Source: an optimization exercise on an open RTL-to-GDS flow (aim: small area, a short achievable clock period and few clock cycles per item). Production flows keep margins and buffers that such runs may drop.
Function was checked by simulation only, so behaviour that the tests miss may differ from the original.
The clock port is modelled as an ideal driver, which makes a skipped or thinned clock tree look cheaper than it is; a real chip needs a root buffer or a tree.
Power is estimated from default activity; no workload was simulated.

== JK ==
## sys
module sys (
	clk,
	reset,
	addr,
	din,
	dout,
	req,
	wr,
	rdy,
	seed0,
	seed1,
	seed2,
	seed3,
	range
);
For scale: about 900 cells after synthesis.
==> flow/config.mk <==
export PLATFORM = sky130hd
export DESIGN_NAME = sys
export DESIGN_NICKNAME = sys
export VERILOG_FILES = /design/flow/design.v
export SDC_FILE = /design/flow/constraint.sdc
export NUM_CORES = 4
export LEC_CHECK = 0
export CAP_MARGIN = 20
export CORE_MARGIN = 2
export CORE_UTILIZATION = 50
export PLACE_DENSITY = 0.7
export SETUP_SLACK_MARGIN = 1.2
export SLEW_MARGIN = 20
==> flow/constraint.sdc <==
create_clock -name core_clock -period 3.2 [get_ports {clk}]
set_input_delay 0.6400 -clock core_clock [delete_from_list [all_inputs] [get_ports {clk}]]
set_output_delay 0.6400 -clock core_clock [all_outputs]
set_load 0.01 [all_outputs]
run.sh (not shown) runs the stock make flow with config.mk's settings and CLKGATE_MAP_FILE= SYNTH_SCRIPT=/design/flow/synth_recipe.tcl, a recipe that flattens the netlist after the stock synthesis.
Testbench counts of JK, summed over its fixed seeds: cycles 128,027, items 16,000.
The following lists how MS was set up differently from JK:
- an added DIE_AREA of 0 0 300 300
- a deleted CORE_UTILIZATION that had been 50
- a deleted SETUP_SLACK_MARGIN that had been 1.2
- a deleted PLACE_DENSITY that had been 0.7
- a deleted CORE_MARGIN that had been 2
- an added CORE_AREA of 5 5 295 295
==> comparison <==
MS did not stop at any stage, and its layout met the timing, DRC and antenna checks. Of MS and JK, the higher die area belongs to MS. For JK, the cell at the slowest stage of the critical path was or4_4, unlike MS, where it was clkdlybuf4s50_1. Diff JK -> MS | setup slack | decrease of 380 ps. For MS, the launching element of the worst setup path was din[0], unlike JK, where it was din[48]. MS: final cell area excluding filler cells is about 3.2% higher than what JK reported. Summary of MS over JK: cell count along the critical path +2; sequential share of layout area fell by 1.5 points; per-cell via count in the routed design saw a decrease; length in cells of the worst reg-to-reg path fell 4. As of MS, number of clock buffers in the layout had risen by a few percent compared to JK. Sort MS and JK by number of antenna violations at the first check in global routing asc -> top: MS.
## Diff of input files: AL against MS
- an added CORE_MARGIN of 2
- a deleted CORE_AREA that had been 5 5 295 295
- an added SETUP_SLACK_MARGIN of 1.2
- a deleted DIE_AREA that had been 0 0 300 300
- an added CORE_UTILIZATION of 50
- an added PLACE_DENSITY of 0.7
==> flow/flow/run.sh (new file) <==
#!/bin/bash
# Standard ORFS layout, except that the port buffers are buf_2 cells
# (buffer_ports otherwise picks clkdlybuf4s50_1, a slow delay cell).
set -euo pipefail
bash standard.sh BUFFER_PORTS_ARGS="-buffer_cell sky130_fd_sc_hd__buf_2" finish > make_finish.log 2>&1
==> flow/standard.sh (new file) <==
#!/bin/bash
# synth_recipe.tcl (not shown) runs the flow's synth.tcl, then flattens the netlist and writes it again
# the make line also repeats each setting of config.mk as NAME=value (left out here)
make -C /OpenROAD-flow-scripts/flow DESIGN_CONFIG=/design/flow/config.mk WORK_HOME=/design/flow/orfs CLKGATE_MAP_FILE= SYNTH_SCRIPT=/design/flow/synth_recipe.tcl "${@:-finish}"
removed: flow/run.sh
## What came out
Looking at total die area across MS and AL, the one that comes out lower is AL.
First element of the critical path = din[0]: MS; first element of the critical path = t[0]$_SDFFE_PP0P_: AL
AL against MS: final worst slack picked up an extra 470 ps, fraction of power consumed by combinational cells lost 2.1 points, hold slack lost 8.9 ps.
Here is what was changed in the inputs of TR compared with AL.
- SETUP_SLACK_MARGIN removed (was 1.2)
==> flow/run.sh (new file) <==
#!/bin/bash
# synth_recipe.tcl (not shown) runs the flow's synth.tcl, then flattens the netlist and writes it again
# the make line also repeats each setting of config.mk as NAME=value (left out here)
make -C /OpenROAD-flow-scripts/flow DESIGN_CONFIG=/design/flow/config.mk WORK_HOME=/design/flow/orfs CLKGATE_MAP_FILE= SYNTH_SCRIPT=/design/flow/synth_recipe.tcl finish
removed: flow/flow/run.sh
removed: flow/standard.sh
==> comparison <==
Min overall routing resource usage across AL and TR: AL
TR vs AL: number of non-clock buffers down slightly
Number of DRC markers in iteration 0 delta for TR relative to AL: 73 lower
The higher largest stage delay on the critical path of AL and TR is in TR.
Changes observed in TR relative to AL: wire length +5.7%, hold slack went up 170 ps.
Of AL and TR, the run reporting the higher count of cells along the worst hold path was AL.
Transition time at the pin with the least slew margin, AL and TR: higher on AL
On post-DP HPWL, AL beats TR.
TR vs AL: clock network contribution to total cell area down in TR

Setup of run F:
Another version of the RTL of sys (not shown whole).
Size: about 1,100 cells after synthesis, ~430 flip-flops, roughly 520 I/O pins.
export LEC_CHECK = 0
export CAP_MARGIN = 20
export CORE_MARGIN = 2
export CORE_UTILIZATION = 65
export PLACE_DENSITY = 0.8
export SETUP_SLACK_MARGIN = 1.68
export SLEW_MARGIN = 20
create_clock -name core_clock -period 3.2 [get_ports {clk}]
standard.sh (not shown) runs the stock make flow with config.mk's settings and CLKGATE_MAP_FILE= SYNTH_SCRIPT=/design/flow/synth_recipe.tcl, a recipe that flattens the netlist after the stock synthesis.
==> flow/flow/run.sh <==
#!/bin/bash
# Standard ORFS layout with two changes:
#  - port buffers are buf_1 cells (buffer_ports otherwise picks
#    clkdlybuf4s50_1, a slow delay cell);
#  - the clock tree is built by flow/cts.tcl (two buffer levels) instead of
#    TritonCTS (three levels), which lowers the clock latency.
# Each step's full output goes to make_<step>.log here; ORFS's own logs are
# under orfs/logs.
set -euo pipefail
here=$(pwd)
export CTREE_TCL=$here/flow/ctree.tcl
A=(BUFFER_PORTS_ARGS="-buffer_cell sky130_fd_sc_hd__buf_1")
bash standard.sh "${A[@]}" place > make_place.log 2>&1
bash standard.sh "${A[@]}" run RUN_SCRIPT="$here/flow/cts.tcl" RUN_LOG_NAME_STEM=4_1_cts > make_cts.log 2>&1
bash standard.sh "${A[@]}" finish > make_finish.log 2>&1
==> flow/flow/ctree.tcl <==
# Custom two-level clock tree: the clock port drives NMID buffers, each of
# which drives NLEAF/NMID leaf buffers; each leaf drives one cluster of
# flip-flops. Clusters come from splitting the sinks into equal-count
# columns by x, then each column into equal-count groups by y.
proc ctree_build {clk_port nmid_x nmid_y nleaf_x nleaf_y mid_cell leaf_cell} {
  set block [ord::get_db_block]
  set net [[$block findBTerm $clk_port] getNet]
  set sinks {}
  foreach it [$net getITerms] {
    set inst [$it getInst]
    set bb [$inst getBBox]
    set x [expr {([$bb xMin] + [$bb xMax]) / 2}]
    set y [expr {([$bb yMin] + [$bb yMax]) / 2}]
    lappend sinks [list $x $y [$inst getName] [[$it getMTerm] getName]]
  }
  set n [llength $sinks]
  puts "ctree: $n sinks"
  # split into nmid_x*nleaf_x columns, then each into nmid_y*nleaf_y rows
  set ncol [expr {$nmid_x * $nleaf_x}]
  set nrow [expr {$nmid_y * $nleaf_y}]
  set byx [lsort -integer -index 0 $sinks]
  set leaves {}
  for {set c 0} {$c < $ncol} {incr c} {
    set lo [expr {($c * $n) / $ncol}]
    set hi [expr {(($c + 1) * $n) / $ncol - 1}]
    set col [lsort -integer -index 1 [lrange $byx $lo $hi]]
    set m [llength $col]
    for {set r 0} {$r < $nrow} {incr r} {
      set lo2 [expr {($r * $m) / $nrow}]
      set hi2 [expr {(($r + 1) * $m) / $nrow - 1}]
      lappend leaves [list $c $r [lrange $col $lo2 $hi2]]
    }
  }
  set site_w 460
  set row_h 2720
  # leaf buffers
  set li 0
  array set mids {}
  foreach lf $leaves {
    lassign $lf c r members
    set sx 0; set sy 0
    foreach s $members { incr sx [lindex $s 0]; incr sy [lindex $s 1] }
    set cx [expr {$sx / [llength $members]}]
    set cy [expr {$sy / [llength $members]}]
    set name "ctree_leaf_$li"
    set nname "ctree_leafnet_$li"
    make_instance $name $leaf_cell
    odb::dbNet_create $block $nname
    foreach s $members {
      set pin "[lindex $s 2]/[lindex $s 3]"
      disconnect_pin $clk_port $pin
      connect_pin $nname $pin
    }
    connect_pin $nname $name/X
    set inst [$block findInst $name]
    $inst setLocation [expr {($cx / $site_w) * $site_w}] [expr {($cy / $row_h) * $row_h}]
    $inst setPlacementStatus PLACED
    [$block findNet $nname] setSigType CLOCK
    set mx [expr {$c / $nleaf_x}]
    set my [expr {$r / $nleaf_y}]
    lappend mids($mx,$my) [list $name $cx $cy]
    incr li
  }
  # mid buffers
  set mi 0
  foreach key [lsort [array names mids]] {
    set sx 0; set sy 0
    foreach l $mids($key) { incr sx [lindex $l 1]; incr sy [lindex $l 2] }
    set k [llength $mids($key)]
    set cx [expr {$sx / $k}]; set cy [expr {$sy / $k}]
    set name "ctree_mid_$mi"
    set nname "ctree_midnet_$mi"
    make_instance $name $mid_cell
    odb::dbNet_create $block $nname
    foreach l $mids($key) { connect_pin $nname [lindex $l 0]/A }
    connect_pin $nname $name/X
    connect_pin $clk_port $name/A
    set inst [$block findInst $name]
    $inst setLocation [expr {($cx / $site_w) * $site_w}] [expr {($cy / $row_h) * $row_h}]
    $inst setPlacementStatus PLACED
    [$block findNet $nname] setSigType CLOCK
    incr mi
  }
  $net setSigType CLOCK
  puts "ctree: $li leaf buffers, $mi mid buffers"
}
==> flow/flow/cts.tcl <==
# ORFS's cts.tcl with TritonCTS replaced by a two-level clock tree built by
# ctree.tcl (clock port -> 4 buffers -> 16 leaf buffers -> flip-flops).
utl::set_metrics_stage "cts__{}"
source $::env(SCRIPTS_DIR)/load.tcl
erase_non_stage_variables cts
load_design 3_place.odb 3_place.sdc

repair_clock_inverters

set_dont_use $::env(DONT_USE_CELLS)

source $::env(CTREE_TCL)
ctree_build clk 2 2 2 2 sky130_fd_sc_hd__clkbuf_16 sky130_fd_sc_hd__clkbuf_16
set_propagated_clock [all_clocks]

estimate_parasitics -placement

set_placement_padding -global \
  -left $::env(CELL_PAD_IN_SITES_DETAIL_PLACEMENT) \
  -right $::env(CELL_PAD_IN_SITES_DETAIL_PLACEMENT)
detailed_placement
estimate_parasitics -placement

repair_timing_helper
detailed_placement
check_placement -verbose

report_clock_latency
report_metrics 4 "cts final"

orfs_write_db $::env(RESULTS_DIR)/4_1_cts.odb
orfs_write_sdc $::env(RESULTS_DIR)/4_cts.sdc
Having completed the whole flow, run F delivered a layout that passed the timing, DRC and antenna checks.
Testbench counts of run F, summed over its fixed seeds: cycles 128,027, items 16,000.
For run E, these inputs were changed with respect to run F:
Settings: SETUP_SLACK_MARGIN: 1.68 -> 1.9.
--- a/flow/flow/run.sh
+++ b/flow/flow/run.sh
@@ -4,5 +4,6 @@
 #    clkdlybuf4s50_1, a slow delay cell);
 #  - the clock tree is built by flow/cts.tcl (two buffer levels) instead of
-#    TritonCTS (three levels), which lowers the clock latency.
+#    TritonCTS (three levels of buffers): two levels of clock inverters,
+#    which lowers the clock latency.
 # Each step's full output goes to make_<step>.log here; ORFS's own logs are
 # under orfs/logs.
@@ -10,4 +11,5 @@
 here=$(pwd)
 export CTREE_TCL=$here/flow/ctree.tcl
+export PULL_TCL=$here/flow/pull.tcl
 A=(BUFFER_PORTS_ARGS="-buffer_cell sky130_fd_sc_hd__buf_1")
 bash standard.sh "${A[@]}" place > make_place.log 2>&1
--- a/flow/flow/ctree.tcl
+++ b/flow/flow/ctree.tcl
@@ -3,6 +3,16 @@
 # flip-flops. Clusters come from splitting the sinks into equal-count
 # columns by x, then each column into equal-count groups by y.
+proc ctree_outpin {cell} {
+  set m [[ord::get_db] findMaster $cell]
+  foreach mt [$m getMTerms] {
+    if {[$mt getIoType] eq "OUTPUT"} { return [$mt getName] }
+  }
+  error "no output pin on $cell"
+}
+
 proc ctree_build {clk_port nmid_x nmid_y nleaf_x nleaf_y mid_cell leaf_cell} {
   set block [ord::get_db_block]
+  set leaf_out [ctree_outpin $leaf_cell]
+  if {$mid_cell ne "none"} { set mid_out [ctree_outpin $mid_cell] }
   set net [[$block findBTerm $clk_port] getNet]
   set sinks {}
@@ -52,5 +62,5 @@
       connect_pin $nname $pin
     }
-    connect_pin $nname $name/X
+    connect_pin $nname $name/$leaf_out
     set inst [$block findInst $name]
     $inst setLocation [expr {($cx / $site_w) * $site_w}] [expr {($cy / $row_h) * $row_h}]
@@ -64,4 +74,12 @@
   # mid buffers
   set mi 0
+  if {$mid_cell eq "none"} {
+    foreach key [lsort [array names mids]] {
+      foreach l $mids($key) { connect_pin $clk_port [lindex $l 0]/A }
+    }
+    $net setSigType CLOCK
+    puts "ctree: $li leaf buffers driven by the port"
+    return
+  }
   foreach key [lsort [array names mids]] {
     set sx 0; set sy 0
@@ -74,5 +92,5 @@
     odb::dbNet_create $block $nname
     foreach l $mids($key) { connect_pin $nname [lindex $l 0]/A }
-    connect_pin $nname $name/X
+    connect_pin $nname $name/$mid_out
     connect_pin $clk_port $name/A
     set inst [$block findInst $name]
--- a/flow/flow/cts.tcl
+++ b/flow/flow/cts.tcl
@@ -1,4 +1,6 @@
 # ORFS's cts.tcl with TritonCTS replaced by a two-level clock tree built by
-# ctree.tcl (clock port -> 4 buffers -> 16 leaf buffers -> flip-flops).
+# ctree.tcl (clock port -> 4 inverters -> 16 leaf inverters -> flip-flops).
+# Before that, pull.tcl moves each output port's flip-flop next to the
+# port's buffer.
 utl::set_metrics_stage "cts__{}"
 source $::env(SCRIPTS_DIR)/load.tcl
@@ -11,5 +13,7 @@
 
 source $::env(CTREE_TCL)
-ctree_build clk 2 2 2 2 sky130_fd_sc_hd__clkbuf_16 sky130_fd_sc_hd__clkbuf_16
+source $::env(PULL_TCL)
+pull_output_flops
+ctree_build clk 2 2 2 2 sky130_fd_sc_hd__clkinv_16 sky130_fd_sc_hd__clkinv_16
 set_propagated_clock [all_clocks]
 
==> flow/flow/pull.tcl (new file) <==
# Move the flip-flop that drives each output port's buffer next to that
# buffer, so the flip-flop's output wire is short.
proc pull_output_flops {} {
  set block [ord::get_db_block]
  set n 0
  foreach bt [$block getBTerms] {
    if {[$bt getIoType] ne "OUTPUT"} { continue }
    set net [$bt getNet]
    if {$net eq "NULL"} { continue }
    set buf ""
    foreach it [$net getITerms] { if {[$it isOutputSignal]} { set buf [$it getInst] } }
    if {$buf eq ""} { continue }
    set in_net ""
    foreach it [$buf getITerms] { if {[$it isInputSignal]} { set in_net [$it getNet] } }
    if {$in_net eq "" || $in_net eq "NULL"} { continue }
    set drv ""
    foreach it [$in_net getITerms] { if {[$it isOutputSignal]} { set drv [$it getInst] } }
    if {$drv eq ""} { continue }
    if {![[$drv getMaster] isSequential]} { continue }
    if {[llength [$in_net getITerms]] != 2} { continue }
    set loc [$buf getLocation]
    $drv setLocation [lindex $loc 0] [lindex $loc 1]
    incr n
  }
  puts "pull_output_flops: moved $n flip-flops"
}
Results
Going from run F to run E, worst slew margin relative to its limit saw an increase; power share of the clock group went down; number of nets at the end of the flow rose about 1.8%; total power shows an increase of 0.00029 W.
Looking only at worst path required time, and setting everything else aside, the higher value of run E and run F goes to run E.
Buffer and inverter count on the worst path ended up 1 higher on run E than on run F.
Compare run E and run F | wire length of the first global-routing pass lower: run F
No run of this note takes its clock network from TritonCTS; it comes from the design's own scripts or RTL.

[re-timing with driven ports]
Ports are ideal in the flow. The routed layouts listed here were re-timed in OpenROAD. Step 1 (the two cells are an assumption about what drives the block):
set clk [get_ports {clk}]
set_driving_cell -lib_cell sky130_fd_sc_hd__clkbuf_16 $clk
set_driving_cell -lib_cell sky130_fd_sc_hd__buf_2 [delete_from_list [all_inputs] $clk]
Step 2 times the ports against the registers' clock, not the clock port: input delays grow and output delays shrink by t, the midpoint of the rising clock arrivals with the driver on. Slacks: no drivers / after step 1 / after step 2; pairs: no drivers / after step 1.
run | shift t [ns] | slack for setup (ns) | clock arrival spread, ns | cell pins on the clock port's net
JK | 0.575 | 1.206 / 1.184 / 0.609 | 0.018 / 0.019 | 1
MS | 0.631 | 0.824 / 0.857 / 0.226 | 0.024 / 0.024 | 1
AL | 0.573 | 1.296 / 1.296 / 0.786 | 0.014 / 0.014 | 1
TR | 0.569 | 0.786 / 0.813 / 0.244 | 0.021 / 0.021 | 1
run F | 0.425 | 1.699 / 1.595 / 1.451 | 0.016 / 0.016 | 4
run E | 0.453 | 1.612 / 1.585 / 1.183 | 0.022 / 0.022 | 4
After both steps every run listed still meets setup and hold. The setup slack of MS, which loses most, moves by +0.033 ns with the drivers and by -0.598 ns with both steps.
